This design comes from an exercise in tuning for small area on the open sky130 flow, not from production work. The RTL was checked by simulation tests, not by an equivalence proof against the original design. No activity file was given, so power comes from the tool's default toggle rates.

## flow/design.v (module list and top-level ports; edited modules follow where they fit)
// module fa_cell: 6 lines
// module ha_cell: 6 lines
// module bpp_n: 5 lines
// module bpp_p: 5 lines
// module bpp0_p: 5 lines
// module bpp8_n: 5 lines
// module pe_k0: 98 lines
// module pe_k1: 99 lines
// module pe_k2: 99 lines
// module pe_k3: 99 lines
// module pe_k4: 99 lines
// module pe_k5: 99 lines
// module pe_k6: 99 lines
// module pe_k7: 99 lines
// module pe_resolve: 12 lines
// module pe7_k0: 96 lines
// module pe7_k1: 99 lines
// module pe7_k2: 99 lines
// module pe7_k3: 99 lines
// module pe7_k4: 99 lines
// module pe7_k5: 99 lines
// module pe7_k6: 99 lines
// module pe7_k7: 99 lines
// module pe7_resolve: 18 lines
// module systolic_pe_array: 411 lines
module systolic_pe_array(clk,rst,load_wght,ifmap0,ifmap1,ifmap2,ifmap3,ifmap4,ifmap5,ifmap6,ifmap7,wght0,wght1,wght2,wght3,wght4,wght5,wght6,wght7,sum_in0,sum_in1,sum_in2,sum_in3,sum_in4,sum_in5,sum_in6,sum_in7,accum0,accum1,accum2,accum3,accum4,accum5,accum6,accum7);
  // ...
==> flow/flow/run.sh <==
#!/bin/bash
set -euo pipefail
W=$PWD
export MY_FLOW_DIR=$W/flow
grep -q 'SYNTH_SCRIPT=' standard.sh
sed -e "s#SYNTH_SCRIPT=[^ ]*#SYNTH_SCRIPT=$W/flow/synth.tcl ADDER_MAP_FILE= 'BUFFER_PORTS_ARGS=-buffer_cell sky130_fd_sc_hd__buf_1' 'CTS_ARGS=-sink_clustering_enable -repair_clock_nets -dont_use_dummy_load -sink_clustering_size 30 -sink_clustering_max_diameter 80 -buf_list sky130_fd_sc_hd__clkbuf_16'#" standard.sh > my_standard.sh
bash my_standard.sh "$@" > flow_make.log 2>&1
==> flow/flow/cells_map.v <==
// Maps the design's adder cells onto the library's adder cells.
module fa_cell(a, b, c, s, co);
input a, b, c;
output s, co;
sky130_fd_sc_hd__fa_1 _TECHMAP_REPLACE_ (.A(a), .B(b), .CIN(c), .SUM(s), .COUT(co));
endmodule

module ha_cell(a, b, s, co);
input a, b;
output s, co;
sky130_fd_sc_hd__ha_1 _TECHMAP_REPLACE_ (.A(a), .B(b), .SUM(s), .COUT(co));
endmodule

module bpp_n(one, two, a, b, neg, y);
input one, two, a, b, neg;
output y;
wire mn;
sky130_fd_sc_hd__a22oi_1 g0 (.A1(one), .A2(a), .B1(two), .B2(b), .Y(mn));
sky130_fd_sc_hd__xor2_1 g1 (.A(mn), .B(neg), .X(y));
endmodule

module bpp_p(one, two, a, b, neg, y);
input one, two, a, b, neg;
output y;
wire mn;
sky130_fd_sc_hd__a22oi_1 g0 (.A1(one), .A2(a), .B1(two), .B2(b), .Y(mn));
sky130_fd_sc_hd__xnor2_1 g1 (.A(mn), .B(neg), .Y(y));
endmodule

module bpp0_n(one, a, neg, y);
input one, a, neg;
output y;
wire mn;
sky130_fd_sc_hd__nand2_1 g0 (.A(one), .B(a), .Y(mn));
sky130_fd_sc_hd__xor2_1 g1 (.A(mn), .B(neg), .X(y));
endmodule

module bpp8_p(one, two, a, neg, y);
input one, two, a, neg;
output y;
wire mn;
sky130_fd_sc_hd__o21ai_1 g0 (.A1(one), .A2(two), .B1(a), .Y(mn));
sky130_fd_sc_hd__xnor2_1 g1 (.A(mn), .B(neg), .Y(y));
endmodule

module bpp0_p(one, a, neg, y);
input one, a, neg;
output y;
wire mn;
sky130_fd_sc_hd__nand2_1 g0 (.A(one), .B(a), .Y(mn));
sky130_fd_sc_hd__xnor2_1 g1 (.A(mn), .B(neg), .Y(y));
endmodule

module bpp8_n(one, two, a, neg, y);
input one, two, a, neg;
output y;
wire mn;
sky130_fd_sc_hd__o21ai_1 g0 (.A1(one), .A2(two), .B1(a), .Y(mn));
sky130_fd_sc_hd__xor2_1 g1 (.A(mn), .B(neg), .X(y));
endmodule
==> flow/flow/synth.tcl <==
# The standard synthesis (synth_recipe.tcl), except:
#  - before the first synth call, the design's fa_cell/ha_cell instances become the library's
#    full/half adder cells (cells_map.v), so the adder trees keep the structure the RTL gives;
#  - synth's fine step skips its generic "abc -fast".
# Registers are untouched, so they keep the standard synthesis's names and cell types.
set ::my_mapped 0
proc synth {args} {
  if {!$::my_mapped} {
    set ::my_mapped 1
    yosys techmap -map $::env(MY_FLOW_DIR)/cells_map.v
    yosys hierarchy -top $::env(DESIGN_NAME)
  }
  if {[lsearch -exact $args "fine:"] >= 0} {
    yosys synth -nofsm -noshare -noabc {*}$args
  } else {
    yosys synth -nofsm -noshare {*}$args
  }
}
source $::env(SCRIPTS_DIR)/synth.tcl
# left out here: clear keep_hierarchy, flatten, clean up, hide names made inside functions, write 1_2_yosys.v
==> flow/standard.sh <==
#!/bin/bash
# synth_recipe.tcl (not shown) runs the flow's synth.tcl, then flattens the netlist and writes it again
# the make line also repeats each setting of config.mk as NAME=value (left out here)
make -C /OpenROAD-flow-scripts/flow DESIGN_CONFIG=/design/flow/config.mk WORK_HOME=/design/flow/orfs CLKGATE_MAP_FILE= SYNTH_SCRIPT=/design/flow/synth_recipe.tcl "${@:-finish}"
==> flow/config.mk <==
export PLATFORM = sky130hd
export DESIGN_NAME = systolic_pe_array
export DESIGN_NICKNAME = systolic_pe_array
export VERILOG_FILES = /design/flow/design.v
export SDC_FILE = /design/flow/constraint.sdc
export NUM_CORES = 4
export LEC_CHECK = 0
export CAP_MARGIN = 20
export CORE_MARGIN = 2
export CORE_UTILIZATION = 65
export CTS_BUF_LIST = sky130_fd_sc_hd__clkbuf_16
export CTS_CLUSTER_DIAMETER = 80
export CTS_CLUSTER_SIZE = 30
export GPL_TIMING_DRIVEN = 0
export SLEW_MARGIN = 20
==> flow/constraint.sdc <==
create_clock -name core_clock -period 5.5 [get_ports {clk}]
set_input_delay 1.1000 -clock core_clock [delete_from_list [all_inputs] [get_ports {clk}]]
set_output_delay 1.1000 -clock core_clock [all_outputs]
set_load 0.01 [all_outputs]
==> summary.txt, run 1 <==
outcome: finished clean
Synth top area share: 39.1%
io pins: 387
met2 WL post-DR: 156000 um
mux cell area share after synthesis: 3.02%
fin nets: 16365
core area: 0.259 sq mm
worst hold start: x4_4[4]
layout cells sized above 1: 3.59%
area growth from synthesis to layout: 6.37%
area leader, netlist: dfxtp_1
P_comb: 0.0404 W
CP bufs+invs: 0
CP delay by family, top: adder cells
largest net degree at the start of global routing: 31
ys async rst share: 0.151%
CP arrival: 6.08 ns
multi-input gates: 9380
Switching Share: 36.5%
design area: 0.180 sq mm
grt ovf: 0
DRT Pass-1 Iters: 7
post-synthesis average cell area: 13.2 sq um
Top Metal Used: met5
clock slew at reported path FFs: 0.10 ns
cell with the most instances after synthesis: dfxtp_1
RSZ-0062 raised after global routing: false
PortBufs: 384
DP Area: 0.176 sq mm
area share of fa/ha/maj cells after synthesis: 30.9%
clock sinks: 3317
sequential share of the synthesized area: 39.2%
final RePlAce weighted congestion: 0.880
tapcell count: 3402
==> run 2: changes to the inputs <==
--- a/flow/config.mk
+++ b/flow/config.mk
@@ -5,11 +5,11 @@
 export SDC_FILE = /design/flow/constraint.sdc
 export NUM_CORES = 4
 export LEC_CHECK = 0
-export CAP_MARGIN = 20
+export CAP_MARGIN = 10
 export CORE_MARGIN = 2
 export CORE_UTILIZATION = 65
 export CTS_BUF_LIST = sky130_fd_sc_hd__clkbuf_16
 export CTS_CLUSTER_DIAMETER = 80
 export CTS_CLUSTER_SIZE = 30
 export GPL_TIMING_DRIVEN = 0
-export SLEW_MARGIN = 20
+export SLEW_MARGIN = 10
==> run 2 against run 1 <==
Still clean. Count of clock-buffer cells in the layout increased by 1. Clock power is essentially flat. Die area unchanged. Critical path type unchanged.
==> summary.txt, run 2 <==
grt ovf: 0 (unchanged)
Startpoint Class: register
slowest CP cell: dfxtp_2
first-pass GRT wire length: 570000 um
Worst R2R Path Depth: 14
initial antenna violation count: 3
number of max-cap violations: 0
Die H: 515 um
Post-synth EDFFs: 0
slowest cell delay on critical path: 0.87 ns
r2r startpoint: x4_11[5]
most used flip-flop cell after synthesis: dfxtp_1
cell with the most instances after synthesis: dfxtp_1
post-DR wirelength/cell: 20.9 um
CP arrival: 6.04 ns (-0.04 ns)
clock sinks: 3317 (unchanged)
Slew Limit Headroom: 16.3%
CTS tree: yes
setup ws final: 0.163 ns
final non-filler cell total: 16789
fin nets: 16368 (+0.018%)
crit-path most repeated cell: fa_1
CP Depth: 14
crit-path cells: nand2b_1 > o22ai_2 > a22oi_1 > xnor2_1 > fa_1 > fa_1 > fa_1 > ha_1 > fa_1 > ha_1 > fa_1 > ha_1 > xnor2_1 > xnor2_1
CP startpoint: x4_11[5]
layout cells sized above 1: 3.58% (-0.016 points)
Synth top area share: 39.1% (unchanged)
area leader, netlist: dfxtp_1
Hold Path Class: reg -> reg
Fin. Hold Viols: 0
Synth cell types: 28
All-Layer GR Usage: 26.8%
outcome: finished clean
DRC viols: 0
placed cells: 16620
via count: 98157
core area: 0.259 sq mm (unchanged)
vias in the first global route: 102733
CP bufs+invs: 0 (unchanged)
CTS max path bufs: 3
Starting Density: 65.4%
pre-CTS setup slack: -0.866 ns
Core Rows: 187
f_max: 187 MHz
DRT Pass-1 Iters: 8 (+1)
Synth Instances: 12804
post-route ant nets: 0
synth top area cells: dfxtp_1 39%, fa_1 29%, xnor2_1 11%, a22oi_1 7.9%, mux2i_1 3.0%
Initial DRC Count: 7751
Worst Path Required: 6.20 ns
yosys synthesis warning count: 1
RSZ-0062 raised after global routing: false
VDD IR max: 0.000408 V
final hold slack: 0.292 ns
largest net degree at the start of global routing: 31 (unchanged)
io pins: 387 (unchanged)
period utilisation layout: 97.0%
Hold Path Depth: 0
critical path fanouts, max: 25
PortBufs: 384 (unchanged)
post-synthesis average cell area: 13.2 sq um (unchanged)
commonest non-fill, non-tap cells in the layout: 3174 x dfxtp_1, 2448 x fa_1, 2180 x xnor2_1
area growth from synthesis to layout: 6.36% (about the same)
Root Driver: clkbuf_16
clock slew at reported path FFs: 0.10 ns (about the same)
drt total wl: 351000 um
CP Capture Type: register
Die Width: 515 um
minimum clock period: 5.34 ns
sequential share of the synthesized area: 39.2% (unchanged)
Setup CP Type: reg -> reg
die area: 0.265 sq mm
setup slack, reg-to-reg: 0.16 ns
final RePlAce weighted congestion: 0.880 (unchanged)
Worst-Margin Slew: 1.26 ns
cell area after synthesis: 0.170 sq mm
power per cell area: 498 mW/mm^2
synth cell count leaders: 3312 x dfxtp_1, 2448 x fa_1, 2180 x xnor2_1, 1792 x a22oi_1
register bit total from synthesis: 3317
Final Util: 69.5%
CP delay by family, top: adder cells
ys async rst share: 0.151% (unchanged)
commonest non-fill, non-tap cell in the layout: dfxtp_1
vias per inst: 5.85
total CTS buffers: 165
Worst Skew: 0.0840 ns
Resize count post-CTS: 40
final HPWL from detailed placement: 271000 um
hold_buf cts: 0
cell leakage power: 64.2 nW
worst hold start: x6_5[7]
Slew Limit Fails: 0
post-CTS setup buffers: 0
Setup violations, final: 0
latest clock arrival within the worst-skew pair: 0.86 ns
H-tree levels: 4
[run 2: path summary, 6_finish.rpt]
check	to
setup / recovery	p6_4[15]
hold / removal	x6_6[7]
setup reg to reg	p6_4[15]
hold reg to reg	x6_6[7]
max in group asynchronous	cnt[4]
min in group asynchronous	cnt[2]
[run 2: area by class of cell]
cell class,instances,area [sq um]
well taps,3402,4260
diodes,4,10.0
flip-flops and latches,3317,66700
multi-input cells,9380,103000
plain buffers,128,1190
clock buffers,165,4130
repair buffers,391,1500
fillers,18666,79100
inverters,2,7.51
[run 2: cell families after synthesis]
logic type / count (synthesis) / share of synthesized area, %
AND/OR/NAND/NOR: 1291 / 3.38
AO/OA/AOI/OAI: 2217 / 9.32
buffers and inverters: 130 / 0.701
multiplexers: 512 / 3.02
adder cells (fa/ha/maj): 2724 / 30.9
flip-flops: 3317 / 39.2
other: 1 / 0.00221
XOR/XNOR: 2612 / 13.5
[run 2: power by group]
part / internal (W) / switching, W / total [W]
clock: 0.00534 / 0.00708 / 0.0124
combinational: 0.0195 / 0.0209 / 0.0404
sequential: 0.0322 / 0.00471 / 0.0369
[run 2: layer usage]
| layer | vias to the layer above | track usage, % | share of wire [%] |
|---|---|---|---|
| met5 | - | 0 | 0.0037 |
| met4 | 2 | 5.40 | 2.0 |
| met3 | 350 | 3.30 | 5.5 |
| met2 | 3144 | 40.6 | 44 |
| met1 | 50031 | 41.6 | 48 |
| li1 | 44630 | - | - |
[run 2: per-stage QoR]
stage          TNS (ns)  instance area, sq um  power [W]
2_1_floorplan         0                170000     0.0630
3_3_place_gp     -55.41                175000     0.0758
3_5_place_dp     -28.39                176000     0.0779
4_1_cts               0                180000     0.0908
5_1_grt               0                180000     0.0981
6_report              0                180000     0.0898
==> run 3: changes to the inputs <==
==> flow/flow/run.sh (replaced) <==
#!/bin/bash
set -euo pipefail
W=$PWD
export MY_FLOW_DIR=$W/flow
grep -q 'SYNTH_SCRIPT=' standard.sh
sed -e "s#SYNTH_SCRIPT=[^ ]*#SYNTH_SCRIPT=$W/flow/synth.tcl ADDER_MAP_FILE= 'BUFFER_PORTS_ARGS=-buffer_cell sky130_fd_sc_hd__buf_1' 'CTS_ARGS=-sink_clustering_enable -repair_clock_nets -dont_use_dummy_load -sink_clustering_size 34 -sink_clustering_max_diameter 80 -buf_list sky130_fd_sc_hd__clkbuf_16'#" standard.sh > my_standard.sh
bash my_standard.sh "$@" > flow_make.log 2>&1
--- a/flow/config.mk
+++ b/flow/config.mk
@@ -5,11 +5,11 @@
 export SDC_FILE = /design/flow/constraint.sdc
 export NUM_CORES = 4
 export LEC_CHECK = 0
-export CAP_MARGIN = 10
+export CAP_MARGIN = 20
 export CORE_MARGIN = 2
 export CORE_UTILIZATION = 65
 export CTS_BUF_LIST = sky130_fd_sc_hd__clkbuf_16
 export CTS_CLUSTER_DIAMETER = 80
-export CTS_CLUSTER_SIZE = 30
+export CTS_CLUSTER_SIZE = 34
 export GPL_TIMING_DRIVEN = 0
-export SLEW_MARGIN = 10
+export SLEW_MARGIN = 20
==> run 3 against run 2 <==
Still clean. Wire length decreased by 0.18%. Fmax rose by 0.42%. Total power fell by 0.32%. Synthesized cell count is the same. Setup slack improved by 0.022 ns. Critical endpoint is now p6_0[15]. Largest cell class unchanged. Highest routed layer is now met4.
==> summary.txt, run 3 <==
grt ovf: 0 (unchanged)
Worst-Margin Slew: 1.22 ns (-0.0384 ns)
Die H: 515 um (unchanged)
largest net degree at the start of global routing: 35 (+13%)
via count: 97732 (-0.43%)
Worst Path Required: 6.24 ns (+0.04 ns)
Fin. Hold Viols: 0 (unchanged)
period utilisation layout: 96.6% (-0.41 points)
CP arrival: 6.05 ns (about the same)
Die Width: 515 um (unchanged)
pre-CTS setup slack: -0.535 ns (+0.331 ns)
Setup violations, final: 0 (unchanged)
post-route ant nets: 0 (unchanged)
Startpoint Class: register
drt total wl: 351000 um (-0.18%)
number of max-cap violations: 0 (unchanged)
post-CTS setup buffers: 0 (unchanged)
setup_tns: 0 ns (unchanged)
PortBufs: 384 (unchanged)
FF+latch area: 0.0667 sq mm (about the same)
Multi-input gate area: 0.103 sq mm (about the same)
Setup CP Type: reg -> reg
Synth Instances: 12804 (unchanged)
Slew Limit Fails: 0 (unchanged)
r2r startpoint: x0_7[1]
post-DR wirelength/cell: 20.9 um (-0.13%)
synth top area cells: dfxtp_1 39%, fa_1 29%, xnor2_1 11%, a22oi_1 7.9%, mux2i_1 3.0%
H-tree levels: 4 (unchanged)
final HPWL from detailed placement: 271000 um (about the same)
vias per inst: 5.82 (-0.38%)
critical path fanouts, max: 24 (-4.0%)
f_max: 188 MHz (+0.42%)
DRT Pass-1 Iters: 6 (-2)
sequential share of the synthesized area: 39.2% (unchanged)
initial antenna violation count: 3 (unchanged)
cell leakage power: 64.2 nW (-0.12%)
Synth top area share: 39.1% (unchanged)
layout cells sized above 1: 3.55% (-0.028 points)
most used flip-flop cell after synthesis: dfxtp_1
clock sinks: 3317 (unchanged)
Worst Skew: 0.0994 ns (+0.0155 ns)
fin nets: 16359 (-0.055%)
latest clock arrival within the worst-skew pair: 0.85 ns (about the same)
cell area after synthesis: 0.170 sq mm (unchanged)
commonest non-fill, non-tap cells in the layout: 3173 x dfxtp_1, 2448 x fa_1, 2180 x xnor2_1
worst setup path end: p6_0[15]
DRC viols: 0 (unchanged)
Starting Density: 65.4% (unchanged)
CP startpoint: x0_7[1]
Initial DRC Count: 7834 (+1.1%)
first-pass GRT wire length: 568000 um (-0.34%)
# fillers: 18542 (-0.66%)
total CTS buffers: 158 (-4.2%)
io pins: 387 (unchanged)
power per cell area: 496 mW/mm^2 (-0.25%)
Slew Limit Headroom: 18.9% (+2.6 points)
post-synthesis average cell area: 13.2 sq um (unchanged)
die area: 0.265 sq mm (unchanged)
core area: 0.259 sq mm (unchanged)
setup slack, reg-to-reg: 0.19 ns (+0.02 ns)
commonest non-fill, non-tap cell in the layout: dfxtp_1
hold_buf cts: 0 (unchanged)
Root Driver: clkbuf_16
setup ws final: 0.186 ns (+0.0224 ns)
ys async rst share: 0.151% (unchanged)
CTS tree: yes
Synth cell types: 28 (unchanged)
CTS max path bufs: 3 (unchanged)
register bit total from synthesis: 3317 (unchanged)
VDD IR max: 0.000389 V (-4.6%)
Hold Path Class: reg -> reg
cell with the most instances after synthesis: dfxtp_1
yosys synthesis warning count: 1 (unchanged)
area growth from synthesis to layout: 6.28% (about the same)
minimum clock period: 5.31 ns (-0.0224 ns)
synth cell count leaders: 3312 x dfxtp_1, 2448 x fa_1, 2180 x xnor2_1, 1792 x a22oi_1
area leader, netlist: dfxtp_1
All-Layer GR Usage: 26.7% (-0.11 points)
clock slew at reported path FFs: 0.11 ns (about the same)
CP Capture Type: register
reg2reg end: p6_0[15]
Worst R2R Path Depth: 15 (+1)
Core Rows: 187 (unchanged)
outcome: finished clean
final RePlAce weighted congestion: 0.880 (unchanged)
vias in the first global route: 102438 (-0.29%)
Post-synth EDFFs: 0 (unchanged)
run 3: cell counts after synthesis:
Identical to the previous run, type by type.
run 3: timing repair:
action,CTS,global route
resized for setup,31,133
setup endpoints to repair,34,164
pin swaps,0,0
run 3: power by group:
part / internal (W) / switching (W) / leakage, nW
registers: 0.0322 / 0.00470 / 27.8
clock network: 0.00513 / 0.00702 / 1.95
logic: 0.0195 / 0.0209 / 34.4
total: 0.0568 / 0.0326 / 64.2
run 3: final cells by class:
type,count,area share (%)
Tap cell,3402,2.36
Buffer,128,0.658
Sequential cell,3317,37.0
Antenna cell,4,0.00555
Multi-Input combinational cell,9380,57.0
Timing Repair Buffer,389,0.840
Inverter,2,0.00416
Clock buffer,158,2.19
run 3: critical path, stage by stage (launching register included):
cell	delay [ns]
dfxtp_4	0.64
nand2_1	0.13
o22ai_2	0.66
a22oi_1	0.17
xnor2_1	0.20
fa_1	0.40
fa_1	0.46
fa_1	0.39
fa_1	0.38
fa_1	0.37
ha_1	0.19
ha_1	0.18
fa_1	0.36
ha_1	0.20
xnor2_1	0.13
xnor2_1	0.30
run 3: metrics by stage:
step	util (%)	instances	area (sq um)	hold slack, ns	power, W
floorplan	-	12827	170000	0.310	0.0630
global route	69.5	16777	180000	0.253	0.0978
finish	69.5	16780	180000	0.289	0.0895
detailed placement	67.8	16618	176000	0.312	0.0778
global placement	67.6	16613	175000	0.310	0.0758
CTS	69.4	16776	180000	0.233	0.0905
run 3: worst min path at each step:
stage                          start       end  slack [ns]  cells past startpoint
after CTS                 sum_in7[1]   s7_1[1]        0.23                      1
after global placement      s6_3[15]  s6_4[15]        0.31                      0
after global routing      sum_in7[9]   s7_1[9]        0.25                      1
after detailed placement     q0_3[0]   q0_4[0]        0.31                      0
after floorplan              p0_7[0]   q0_1[0]        0.31                      0
final                       s7_5[13]  s7_6[13]        0.29                      0
run 3: kinds of logic (layout without fill, tap and decap cells):
family	count (synthesis)	count (layout)	share of synthesized area, %
AO/OA/AOI/OAI	2217	2217	9.32
flip-flops	3317	3317	39.2
multiplexers	512	512	3.02
AND/OR/NAND/NOR	1291	1291	3.38
buffers and inverters	130	677	0.701
other	1	28	0.00221
adder cells (fa/ha/maj)	2724	2724	30.9
XOR/XNOR	2612	2612	13.5
run 3: layer usage:
metal	up-vias	GRT usage, %	wire length (um)
met4	0	5.46	7500
met2	2964	40.4	155000
met1	49796	41.6	169000
met3	371	3.12	19000
li1	44601	-	-
met5	-	0	0

[separate check: timing with driven ports]
No port has a modelled driver above. Below, the same layouts with a new extraction and two added sets of constraints.
Step 1 (the two cells are an assumption about what drives the block):
set clk [get_ports {clk}]
set_driving_cell -lib_cell sky130_fd_sc_hd__clkbuf_16 $clk
set_driving_cell -lib_cell sky130_fd_sc_hd__buf_2 [delete_from_list [all_inputs] $clk]
Step 2 times the ports against the registers' clock, not the clock port: input delays grow and output delays shrink by t, the midpoint of the rising clock arrivals with the driver on.
Three values: ideal, step 1, step 2; two values: the first two.
run | shift t [ns] | setup WS [ns] | hold slack, ns | worst setup path after step 2 | cell pins on the clock port's net
run 1 | 0.932 | 0.172 / 0.172 / -0.552 | 0.295 / 0.222 / 0.295 | input to register | 1
run 2 | 0.931 | 0.163 / 0.163 / -0.627 | 0.292 / 0.219 / 0.292 | input to register | 1
run 3 | 0.909 | 0.186 / 0.186 / -0.528 | 0.289 / 0.229 / 0.289 | input to register | 1
Met with ideal ports but missed after step 2: setup timing in every run listed. For run 2, which loses most, drivers alone change the setup slack by 0.000 ns; drivers and shift together by -0.790 ns.
